This is an optimization exercise on Yosys and OpenROAD, whose aim is small area, a short achievable clock period and few clock cycles per item, not a production implementation. Only simulation tests tie the RTL to the original design; equivalence was not proved. No activity file was given, so power comes from the tool's default toggle rates.

==> flow/design.v <==
`timescale 1ns / 1ps
module mltp (
  input S, CLK, Clr,
  input [7:0] Binput, Qinput,
  output [7:0] A, Q,
  output reg R  
);
  wire pp0_0, pp0_1, pp0_2, pp0_3, pp0_4, pp0_5, pp0_6, pp0_7, pp1_0, pp1_1, pp1_2, pp1_3, pp1_4, pp1_5, pp1_6, pp1_7, pp2_0, pp2_1, pp2_2, pp2_3, pp2_4, pp2_5, pp2_6, pp2_7, pp3_0, pp3_1, pp3_2, pp3_3, pp3_4, pp3_5, pp3_6, pp3_7, pp4_0, pp4_1, pp4_2, pp4_3, pp4_4, pp4_5, pp4_6, pp4_7, pp5_0, pp5_1, pp5_2, pp5_3, pp5_4, pp5_5, pp5_6, pp5_7, pp6_0, pp6_1, pp6_2, pp6_3, pp6_4, pp6_5, pp6_6, pp6_7, pp7_0, pp7_1, pp7_2, pp7_3, pp7_4, pp7_5, pp7_6, pp7_7, s1, c2, s3, c4, s5, c6, s7, c8, s9, c10, s11, c12, s13, c14, s15, c16, s17, c18, s19, c20, s21, c22, s23, c24, s25, c26, s27, c28, s29, c30, s31, c32, s33, c34, s35, c36, s37, c38, s39, c40, s41, c42, s43, c44, s45, c46, s47, c48, s49, c50, s51, c52, s53, c54, s55, c56, s57, c58, s59, c60, s61, c62, s63, c64, s65, c66, s67, c68, s69, c70, s71, c72, s73, c74, s75, c76, s77, c78, s79, c80, s81, c82, s83, c84, s85, c86, s87, c88, s89, c90, s91, c92, s93, c94;
  assign pp0_0 = Binput[0] & Qinput[0];
  assign pp0_1 = Binput[0] & Qinput[1];
  assign pp0_2 = Binput[0] & Qinput[2];
  assign pp0_3 = Binput[0] & Qinput[3];
  assign pp0_4 = Binput[0] & Qinput[4];
  assign pp0_5 = Binput[0] & Qinput[5];
  assign pp0_6 = Binput[0] & Qinput[6];
  assign pp0_7 = Binput[0] & Qinput[7];
  assign pp1_0 = Binput[1] & Qinput[0];
  assign pp1_1 = Binput[1] & Qinput[1];
  assign pp1_2 = Binput[1] & Qinput[2];
  assign pp1_3 = Binput[1] & Qinput[3];
  assign pp1_4 = Binput[1] & Qinput[4];
  assign pp1_5 = Binput[1] & Qinput[5];
  assign pp1_6 = Binput[1] & Qinput[6];
  assign pp1_7 = Binput[1] & Qinput[7];
  assign pp2_0 = Binput[2] & Qinput[0];
  assign pp2_1 = Binput[2] & Qinput[1];
  assign pp2_2 = Binput[2] & Qinput[2];
  assign pp2_3 = Binput[2] & Qinput[3];
  assign pp2_4 = Binput[2] & Qinput[4];
  assign pp2_5 = Binput[2] & Qinput[5];
  assign pp2_6 = Binput[2] & Qinput[6];
  assign pp2_7 = Binput[2] & Qinput[7];
  assign pp3_0 = Binput[3] & Qinput[0];
  assign pp3_1 = Binput[3] & Qinput[1];
  assign pp3_2 = Binput[3] & Qinput[2];
  assign pp3_3 = Binput[3] & Qinput[3];
  assign pp3_4 = Binput[3] & Qinput[4];
  assign pp3_5 = Binput[3] & Qinput[5];
  assign pp3_6 = Binput[3] & Qinput[6];
  assign pp3_7 = Binput[3] & Qinput[7];
  assign pp4_0 = Binput[4] & Qinput[0];
  assign pp4_1 = Binput[4] & Qinput[1];
  assign pp4_2 = Binput[4] & Qinput[2];
  assign pp4_3 = Binput[4] & Qinput[3];
  assign pp4_4 = Binput[4] & Qinput[4];
  assign pp4_5 = Binput[4] & Qinput[5];
  assign pp4_6 = Binput[4] & Qinput[6];
  assign pp4_7 = Binput[4] & Qinput[7];
  assign pp5_0 = Binput[5] & Qinput[0];
  assign pp5_1 = Binput[5] & Qinput[1];
  assign pp5_2 = Binput[5] & Qinput[2];
  assign pp5_3 = Binput[5] & Qinput[3];
  assign pp5_4 = Binput[5] & Qinput[4];
  assign pp5_5 = Binput[5] & Qinput[5];
  assign pp5_6 = Binput[5] & Qinput[6];
  assign pp5_7 = Binput[5] & Qinput[7];
  assign pp6_0 = Binput[6] & Qinput[0];
  assign pp6_1 = Binput[6] & Qinput[1];
  assign pp6_2 = Binput[6] & Qinput[2];
  assign pp6_3 = Binput[6] & Qinput[3];
  assign pp6_4 = Binput[6] & Qinput[4];
  assign pp6_5 = Binput[6] & Qinput[5];
  assign pp6_6 = Binput[6] & Qinput[6];
  assign pp6_7 = Binput[6] & Qinput[7];
  assign pp7_0 = Binput[7] & Qinput[0];
  assign pp7_1 = Binput[7] & Qinput[1];
  assign pp7_2 = Binput[7] & Qinput[2];
  assign pp7_3 = Binput[7] & Qinput[3];
  assign pp7_4 = Binput[7] & Qinput[4];
  assign pp7_5 = Binput[7] & Qinput[5];
  assign pp7_6 = Binput[7] & Qinput[6];
  assign pp7_7 = Binput[7] & Qinput[7];
  mltp_ha u_s1 (.a(pp0_7), .b(pp1_6), .s(s1), .co(c2));
  mltp_ha u_s3 (.a(pp1_7), .b(pp2_6), .s(s3), .co(c4));
  mltp_ha u_s5 (.a(pp0_2), .b(pp1_1), .s(s5), .co(c6));
  mltp_fa u_s7 (.a(pp0_3), .b(pp1_2), .c(pp2_1), .s(s7), .co(c8));
  mltp_ha u_s9 (.a(pp3_0), .b(c6), .s(s9), .co(c10));
  mltp_fa u_s11 (.a(pp0_4), .b(pp1_3), .c(pp2_2), .s(s11), .co(c12));
  mltp_fa u_s13 (.a(pp3_1), .b(pp4_0), .c(c8), .s(s13), .co(c14));
  mltp_ha u_s15 (.a(s11), .b(c10), .s(s15), .co(c16));
  mltp_fa u_s17 (.a(pp0_5), .b(pp1_4), .c(pp2_3), .s(s17), .co(c18));
  mltp_fa u_s19 (.a(pp3_2), .b(pp4_1), .c(pp5_0), .s(s19), .co(c20));
  mltp_fa u_s21 (.a(c12), .b(s17), .c(s19), .s(s21), .co(c22));
  mltp_ha u_s23 (.a(c14), .b(c16), .s(s23), .co(c24));
  mltp_fa u_s25 (.a(pp0_6), .b(pp1_5), .c(pp2_4), .s(s25), .co(c26));
  mltp_fa u_s27 (.a(pp3_3), .b(pp4_2), .c(pp5_1), .s(s27), .co(c28));
  mltp_fa u_s29 (.a(pp6_0), .b(c18), .c(c20), .s(s29), .co(c30));
  mltp_fa u_s31 (.a(s25), .b(s27), .c(c22), .s(s31), .co(c32));
  mltp_fa u_s33 (.a(s29), .b(c24), .c(s31), .s(s33), .co(c34));
  mltp_fa u_s35 (.a(pp2_5), .b(pp3_4), .c(pp4_3), .s(s35), .co(c36));
  mltp_fa u_s37 (.a(pp5_2), .b(pp6_1), .c(pp7_0), .s(s37), .co(c38));
  mltp_fa u_s39 (.a(s1), .b(c26), .c(c28), .s(s39), .co(c40));
  mltp_fa u_s41 (.a(s35), .b(s37), .c(c30), .s(s41), .co(c42));
  mltp_fa u_s43 (.a(s39), .b(c32), .c(s41), .s(s43), .co(c44));
  mltp_fa u_s45 (.a(pp3_5), .b(pp4_4), .c(pp5_3), .s(s45), .co(c46));
  mltp_fa u_s47 (.a(pp6_2), .b(pp7_1), .c(c2), .s(s47), .co(c48));
  mltp_fa u_s49 (.a(s3), .b(c36), .c(c38), .s(s49), .co(c50));
  mltp_fa u_s51 (.a(s45), .b(s47), .c(c40), .s(s51), .co(c52));
  mltp_fa u_s53 (.a(s49), .b(c42), .c(s51), .s(s53), .co(c54));
  mltp_fa u_s55 (.a(pp2_7), .b(pp3_6), .c(pp4_5), .s(s55), .co(c56));
  mltp_fa u_s57 (.a(pp5_4), .b(pp6_3), .c(pp7_2), .s(s57), .co(c58));
  mltp_fa u_s59 (.a(c4), .b(c46), .c(s55), .s(s59), .co(c60));
  mltp_fa u_s61 (.a(s57), .b(c48), .c(c50), .s(s61), .co(c62));
  mltp_fa u_s63 (.a(s59), .b(c52), .c(s61), .s(s63), .co(c64));
  mltp_fa u_s65 (.a(pp3_7), .b(pp4_6), .c(pp5_5), .s(s65), .co(c66));
  mltp_fa u_s67 (.a(pp6_4), .b(pp7_3), .c(c56), .s(s67), .co(c68));
  mltp_fa u_s69 (.a(c58), .b(s65), .c(c60), .s(s69), .co(c70));
  mltp_fa u_s71 (.a(s67), .b(c62), .c(s69), .s(s71), .co(c72));
  mltp_fa u_s73 (.a(pp4_7), .b(pp5_6), .c(pp6_5), .s(s73), .co(c74));
  mltp_fa u_s75 (.a(pp7_4), .b(c66), .c(s73), .s(s75), .co(c76));
  mltp_fa u_s77 (.a(c68), .b(s75), .c(c70), .s(s77), .co(c78));
  mltp_fa u_s79 (.a(pp5_7), .b(pp6_6), .c(pp7_5), .s(s79), .co(c80));
  mltp_fa u_s81 (.a(c74), .b(s79), .c(c76), .s(s81), .co(c82));
  mltp_fa u_s83 (.a(pp6_7), .b(pp7_6), .c(c80), .s(s83), .co(c84));
  mltp_ha u_s85 (.a(pp0_1), .b(pp1_0), .s(s85), .co(c86));
  mltp_fa u_s87 (.a(pp2_0), .b(c86), .c(s5), .s(s87), .co(c88));
  mltp_fa u_s89 (.a(s7), .b(s9), .c(c88), .s(s89), .co(c90));
  mltp_fa u_s91 (.a(s15), .b(s13), .c(c90), .s(s91), .co(c92));
  mltp_fa u_s93 (.a(s21), .b(s23), .c(c92), .s(s93), .co(c94));
  reg r_lo0, r_lo1, r_lo2, r_lo3, r_lo4, r_lo5, r6_0, r6_1, r7_0, r7_1, r8_0, r8_1, r9_0, r9_1, r10_0, r10_1, r11_0, r11_1, r12_0, r12_1, r13_0, r13_1, r14_0, r14_1;
  always @(posedge CLK)
    if (S) begin
      r_lo0 <= pp0_0;
      r_lo1 <= s85;
      r_lo2 <= s87;
      r_lo3 <= s89;
      r_lo4 <= s91;
      r_lo5 <= s93;
      r6_0 <= s33;
      r6_1 <= c94;
      r7_0 <= c34;
      r7_1 <= s43;
      r8_0 <= c44;
      r8_1 <= s53;
      r9_0 <= c54;
      r9_1 <= s63;
      r10_0 <= c64;
      r10_1 <= s71;
      r11_0 <= c72;
      r11_1 <= s77;
      r12_0 <= s81;
      r12_1 <= c78;
      r13_0 <= s83;
      r13_1 <= c82;
      r14_0 <= pp7_7;
      r14_1 <= c84;
    end
  wire [9:0] hi = {1'b0, r14_0, r13_0, r12_0, r11_0, r10_0, r9_0, r8_0, r7_0, r6_0} + {1'b0, r14_1, r13_1, r12_1, r11_1, r10_1, r9_1, r8_1, r7_1, r6_1};
  assign {A, Q} = {hi, r_lo5, r_lo4, r_lo3, r_lo2, r_lo1, r_lo0};
  always @(posedge CLK or negedge Clr)
    if (~Clr) R <= 1'b0;
    else if (S) R <= 1'b1;
endmodule
module mltp_fa (input a, b, c, output s, co);
  assign s = a ^ b ^ c;
  assign co = (a & b) | (c & (a ^ b));
endmodule
module mltp_ha (input a, b, output s, co);
  assign s = a ^ b;
  assign co = a & b;
endmodule
==> flow/flow/run.sh <==
#!/bin/bash
# The standard layout (standard.sh, unchanged synthesis), with two layout
# settings changed: the port buffers are plain buffers (buf_2) instead of the
# delay cells buffer_ports picks by default, and the resizer may swap a cell
# for one of another footprint (MATCH_CELL_FOOTPRINT=0), so it can size them.
# The full output of make (every ORFS step, each also logged under
# orfs/logs/) goes to make.log.
set -euo pipefail
bash standard.sh MATCH_CELL_FOOTPRINT=0 \
  "BUFFER_PORTS_ARGS=-buffer_cell sky130_fd_sc_hd__buf_2" finish > make.log 2>&1
==> flow/standard.sh <==
#!/bin/bash
# synth_recipe.tcl (not shown) runs the flow's synth.tcl, then flattens the netlist and writes it again
# the make line also repeats each setting of config.mk as NAME=value (left out here)
make -C /OpenROAD-flow-scripts/flow DESIGN_CONFIG=/design/flow/config.mk WORK_HOME=/design/flow/orfs CLKGATE_MAP_FILE= SYNTH_SCRIPT=/design/flow/synth_recipe.tcl "${@:-finish}"
==> flow/config.mk <==
export PLATFORM = sky130hd
export DESIGN_NAME = mltp
export DESIGN_NICKNAME = mltp
export VERILOG_FILES = /design/flow/design.v
export SDC_FILE = /design/flow/constraint.sdc
export NUM_CORES = 4
export LEC_CHECK = 0
export CAP_MARGIN = 20
export CORE_MARGIN = 2
export CORE_UTILIZATION = 40
export SETUP_SLACK_MARGIN = 1.3
export SLEW_MARGIN = 20
export SYNTH_HIERARCHICAL = 1
export SYNTH_MINIMUM_KEEP_SIZE = 0
==> flow/constraint.sdc <==
create_clock -name core_clock -period 5.0 [get_ports {CLK}]
set_input_delay 1.0000 -clock core_clock [delete_from_list [all_inputs] [get_ports {CLK}]]
set_output_delay 1.0000 -clock core_clock [all_outputs]
set_load 0.01 [all_outputs]
==> notes.md <==
area by class of cell:
cell class,instances,share of cell area [%]
Inverter,4,0.554
Tap cell,75,3.46
Sequential cell,25,27.5
Clock buffer,4,1.66
Timing Repair Buffer,35,6.47
Multi-Input combinational cell,150,60.3
power by group through the flow:
stage	logic [W]	clock network, W	registers [W]
finish	0.000478	0.000111	0.000307
global route	0.000552	0.000122	0.000313
CTS	0.000491	0.000114	0.000308
detailed placement	0.000487	0	0.000312
global placement	0.000476	0	0.000312
floorplan	0.000343	0	0.000309
per-module statistics from Yosys, one instance, submodules excluded:
| module | flops+latches | times used |
|---|---|---|
| mltp_fa | 0 | 40 |
| mltp | 25 | 1 |
| mltp_ha | 0 | 7 |
kinds of logic (layout without fill, tap and decap cells):
group	Yosys count	in the layout	synth area share, %
AOI/OAI and AO/OA	13	13	3.90
xor gates and xnor gates	7	7	2.51
adders and majority gates	57	57	41.8
buffers and inverters	10	43	2.46
DFF	25	25	30.6
and+or+nand+nor	73	73	18.7
routing by layer:
layer  global-route usage, %  part of all wire (%)
met5                       0                     0
met4                    5.50                   1.6
met3                   0.978                   2.0
met2                    22.2                    44
met1                    20.7                    52
layout by cell type (no fill, tap or decap), drive strengths merged:
cell / Yosys / final
and2: 64 / 64
o31ai: 1 / 1
nand2b: 1 / 1
fa: 41 / 41
ha: 16 / 16
nor2: 1 / 1
nor2b: 1 / 1
inv: 4 / 4
a21o: 2 / 2
nand2: 2 / 2
buf: 6 / 35
edfxtp: 24 / 24
a31oi: 1 / 1
nand3b: 1 / 1
nor3: 1 / 1
clkbuf: 0 / 4
o21ai: 1 / 1
o21a: 2 / 2
dfrtp: 1 / 1
or2: 2 / 2
xnor2: 3 / 3
o2111ai: 1 / 1
a31o: 1 / 1
xor2: 4 / 4
a21oi: 4 / 4
per-stage QoR:
| stage | worst slack (ns) | total power, W |
|---|---|---|
| 2_1_floorplan | 1.75 | 0.000653 |
| 3_3_place_gp | 1.53 | 0.000787 |
| 3_5_place_dp | 1.51 | 0.000799 |
| 4_1_cts | 1.79 | 0.000912 |
| 5_1_grt | 1.72 | 0.000988 |
| 6_report | 1.78 | 0.000897 |
worst max-delay path, delay by kind of cell:
family | cells | cell delay [ns]
adders and majority gates | 5 | 1.92
and+or+nand+nor | 1 | 0.16
buffers and inverters | 1 | 0.14
worst paths after layout:
kind / start / to / slack, ns / cells past startpoint
worst max-delay path: Qinput[2] / r_lo5$_DFFE_PP_ / 1.78 / 7
worst min-delay path: R$_DFFE_PN0P_ / R$_DFFE_PN0P_ / 0.47 / 1
worst max register to register: R$_DFFE_PN0P_ / R$_DFFE_PN0P_ / 4.23 / 1
worst min register to register: R$_DFFE_PN0P_ / R$_DFFE_PN0P_ / 0.47 / 1
max in group asynchronous: Clr / R$_DFFE_PN0P_ / 4.42 / 1
min in group asynchronous: Clr / R$_DFFE_PN0P_ / 0.49 / 1
==> report_table.html <==
<table>
<tr><th>Metric</th><th>Value</th></tr>
<tr><th colspan="2">Synthesis</th></tr>
<tr><td>Primary FF master, synth</td><td>edfxtp_1</td></tr>
<tr><td>Yosys reg bits</td><td>25</td></tr>
<tr><td>Net count after synthesis</td><td>261</td></tr>
<tr><td>Mapped Cells</td><td>185</td></tr>
<tr><td>Area share of the leading cell type in the synthesized netlist</td><td>33.6%</td></tr>
<tr><td>Share of the yosys chip area belonging to registers</td><td>30.6%</td></tr>
<tr><td>Async set-or-reset flop fraction in the synthesized netlist</td><td>4.00%</td></tr>
<tr><td>Commonest cells in the synthesized netlist</td><td>and2_1 (64), fa_1 (41), edfxtp_1 (24)</td></tr>
<tr><td>Post-synthesis cell area</td><td>2440 um^2</td></tr>
<tr><td>Top area cells in the synthesized netlist</td><td>fa_1 (34%), edfxtp_1 (30%), and2_1 (16%)</td></tr>
<tr><td>Dominant cell by count in the synthesized netlist</td><td>and2_1</td></tr>
<tr><td>Post-Syn Area per Cell</td><td>13.2 um^2</td></tr>
<tr><td>Number of flops mapped to enable cells by yosys</td><td>24</td></tr>
<tr><td>Dominant cell type by area after synthesis</td><td>fa_1</td></tr>
<tr><td>Yosys synthesis warning count</td><td>7</td></tr>
<tr><td>Number of distinct standard cells referenced by the synthesized netlist</td><td>26</td></tr>
<tr><th colspan="2">Routing</th></tr>
<tr><td>Total number of vias</td><td>1,386</td></tr>
<tr><td>DR DRC count</td><td>0</td></tr>
<tr><td>Starting DRT DRC Count</td><td>59</td></tr>
<tr><td>Wire per inst</td><td>14.0 um</td></tr>
<tr><td>Number of nets still failing antenna checks after routing</td><td>0</td></tr>
<tr><td>Total iterations of the first detailed-routing run</td><td>4</td></tr>
<tr><td>Post-Route WL</td><td>4.11 mm</td></tr>
<tr><td>Average via count per standard cell</td><td>4.73</td></tr>
<tr><th colspan="2">Placement</th></tr>
<tr><td>Placer Congestion</td><td>0.736</td></tr>
<tr><td>Instance count after placement with tap cells included</td><td>289</td></tr>
<tr><td>Quantity of I/O buffers inserted on ports</td><td>35</td></tr>
<tr><td>Detailed-placement wirelength estimate</td><td>3.49 mm</td></tr>
<tr><td>Cell area reported after detailed placement</td><td>2660 um^2</td></tr>
<tr><th colspan="2">GRT</th></tr>
<tr><td>Grt total ovfl</td><td>0</td></tr>
<tr><td>Maximum number of pins on one net before global-route repair</td><td>26</td></tr>
<tr><td>Wire length of the first global-routing pass</td><td>7.05 mm</td></tr>
<tr><td>Number of antenna violations at the first check in global routing</td><td>0</td></tr>
<tr><td>Global router's overall resource usage</td><td>14.2%</td></tr>
<tr><td>Via count of the first global-routing pass</td><td>1,471</td></tr>
<tr><th colspan="2">Finish</th></tr>
<tr><td>Net count of the finished layout</td><td>295</td></tr>
<tr><td>Utilization of the core after routing</td><td>45.8%</td></tr>
<tr><td>Area used by multi-input combinational logic</td><td>1630 um^2</td></tr>
<tr><td>Post-layout instance area</td><td>2710 um^2</td></tr>
<tr><td>Layout fillers</td><td>573</td></tr>
<tr><td>Number of diodes added for antenna fixing</td><td>0</td></tr>
<tr><td>Number of standard cells in the final layout excluding fillers</td><td>293</td></tr>
<tr><td>Area occupied by registers</td><td>746 um^2</td></tr>
<tr><td>Fraction of layout instances using a drive strength above 1</td><td>19.3%</td></tr>
<tr><td>Layout overhead on the synthesized area</td><td>11.0%</td></tr>
<tr><th colspan="2">Timing</th></tr>
<tr><td>Final-report setup violation count</td><td>0</td></tr>
<tr><td>Fin crit period</td><td>3.22 ns</td></tr>
<tr><td>Peak Freq</td><td>311 MHz</td></tr>
<tr><td>Final period util</td><td>64.4%</td></tr>
<tr><td>Min Hold Slack</td><td>0.468 ns</td></tr>
<tr><td>Aggregate negative setup slack</td><td>0 ns</td></tr>
<tr><td>Final number of hold-violating endpoints</td><td>0</td></tr>
<tr><td>Worst clock skew</td><td>0 ns</td></tr>
<tr><td>Max Transition Viols Final</td><td>0</td></tr>
<tr><td>Unrepaired setup endpoints after global routing</td><td>no</td></tr>
<tr><td>Worst slew pin tran</td><td>0.500 ns</td></tr>
<tr><td>Rel. slew slack</td><td>66.7%</td></tr>
<tr><th colspan="2">CTS</th></tr>
<tr><td>Clock insertion delay at the later pin of the skew report</td><td>0.26 ns</td></tr>
<tr><td>Clock-pin slew on the worst setup and hold paths</td><td>0.08 ns</td></tr>
<tr><td>Clock tree from TritonCTS</td><td>built</td></tr>
<tr><td>Clock net sink count</td><td>25</td></tr>
<tr><td>Cell at the root of the clock tree</td><td>clkbuf_8</td></tr>
<tr><td>Number of clock buffers inserted by TritonCTS</td><td>3</td></tr>
<tr><td>Hold-fix buffers, CTS</td><td>0</td></tr>
<tr><td>Depth of the CTS H-tree</td><td>1</td></tr>
<tr><td>Buffer count from post-CTS setup fixing</td><td>0</td></tr>
<tr><td>Number of buffers on the longest clock path</td><td>2</td></tr>
<tr><td>Number of gates resized after CTS</td><td>0</td></tr>
<tr><th colspan="2">Pwr</th></tr>
<tr><td>Net Switching</td><td>0.000322 W</td></tr>
<tr><td>Clock power frac</td><td>12.4%</td></tr>
<tr><td>Highest ir drop seen on vdd</td><td>0.177 mV</td></tr>
<tr><td>Switching Share</td><td>35.9%</td></tr>
<tr><td>Leakage power figure</td><td>1.19 nW</td></tr>
<tr><td>Flop pwr share</td><td>34.2%</td></tr>
<tr><td>Power density over the cells</td><td>331 nW/um^2</td></tr>
<tr><td>Logic gate share of total power</td><td>53.4%</td></tr>
<tr><td>Internal Dissipation</td><td>0.000575 W</td></tr>
<tr><th colspan="2">Floorplan</th></tr>
<tr><td>Chip height</td><td>82.1 um</td></tr>
<tr><td>Initial Util</td><td>41.2%</td></tr>
<tr><td>Number of primary I/O pins</td><td>36</td></tr>
<tr><td>DIE AREA</td><td>6740 um^2</td></tr>
<tr><td>Width of the chip</td><td>82.1 um</td></tr>
<tr><td>Core Rows</td><td>28</td></tr>
<tr><td>Core area</td><td>5920 um^2</td></tr>
<tr><th colspan="2">Critical path</th></tr>
<tr><td>CP Data Required Time</td><td>5.01 ns</td></tr>
<tr><td>Delay of the slowest cell on the worst path</td><td>0.42 ns</td></tr>
<tr><td>Crit path launch type</td><td>primary input</td></tr>
<tr><td>Cells along the critical path</td><td>buf_2 -&gt; and2_1 -&gt; ha_1 -&gt; fa_1 -&gt; fa_1 -&gt; fa_1 -&gt; fa_1</td></tr>
<tr><td>Slowest cell on crit path</td><td>fa_1</td></tr>
<tr><td>Kind of critical path</td><td>in -&gt; reg</td></tr>
<tr><td>Kind of capture point of the worst setup path</td><td>register</td></tr>
<tr><td>CP arrival</td><td>3.23 ns</td></tr>
<tr><td>Critical-path maximum fanout</td><td>8</td></tr>
<tr><td>Cell repeated most along the worst path</td><td>fa_1</td></tr>
<tr><th colspan="2">Min path</th></tr>
<tr><td>Path type of the worst min-delay path</td><td>reg -&gt; reg</td></tr>
<tr><th colspan="2">Run status</th></tr>
<tr><td>Run status</td><td>complete, no violations</td></tr>
<tr><th colspan="2">Job</th></tr>
<tr><td>Number of violations of the max-capacitance limit</td><td>0</td></tr>
</table>
Testbench counts, summed over its fixed seeds: cycles 2,048, products 2,048.

what the ideal ports hide:
The flow's constraints put no driver on any port. The routed layout listed below was extracted and timed again, unchanged, in two steps. Step 1 (the two cells are an assumption about what drives the block):
set clk [get_ports {CLK}]
set_driving_cell -lib_cell sky130_fd_sc_hd__clkbuf_16 $clk
set_driving_cell -lib_cell sky130_fd_sc_hd__buf_2 [delete_from_list [all_inputs] $clk]
Step 2 adds t to the input delays and takes it off the output delays; t is the mean of the earliest and latest rising clock arrival at the registers after step 1. Input paths then give back, and output paths get back, about the clock's delay inside the block. Slacks: no drivers / after step 1 / after step 2; pairs: no drivers / after step 1.
shift t [ns]: 0.284
slack for setup (ns): 1.781 / 1.787 / 1.503
worst hold slack (ns): 0.468 / 0.468 / 0.468
latest minus earliest clock arrival (ns): 0.004 / 0.004
After both steps setup and hold are still met in this run. The setup slack of this run moves by +0.006 ns with the drivers and by -0.278 ns with both steps.
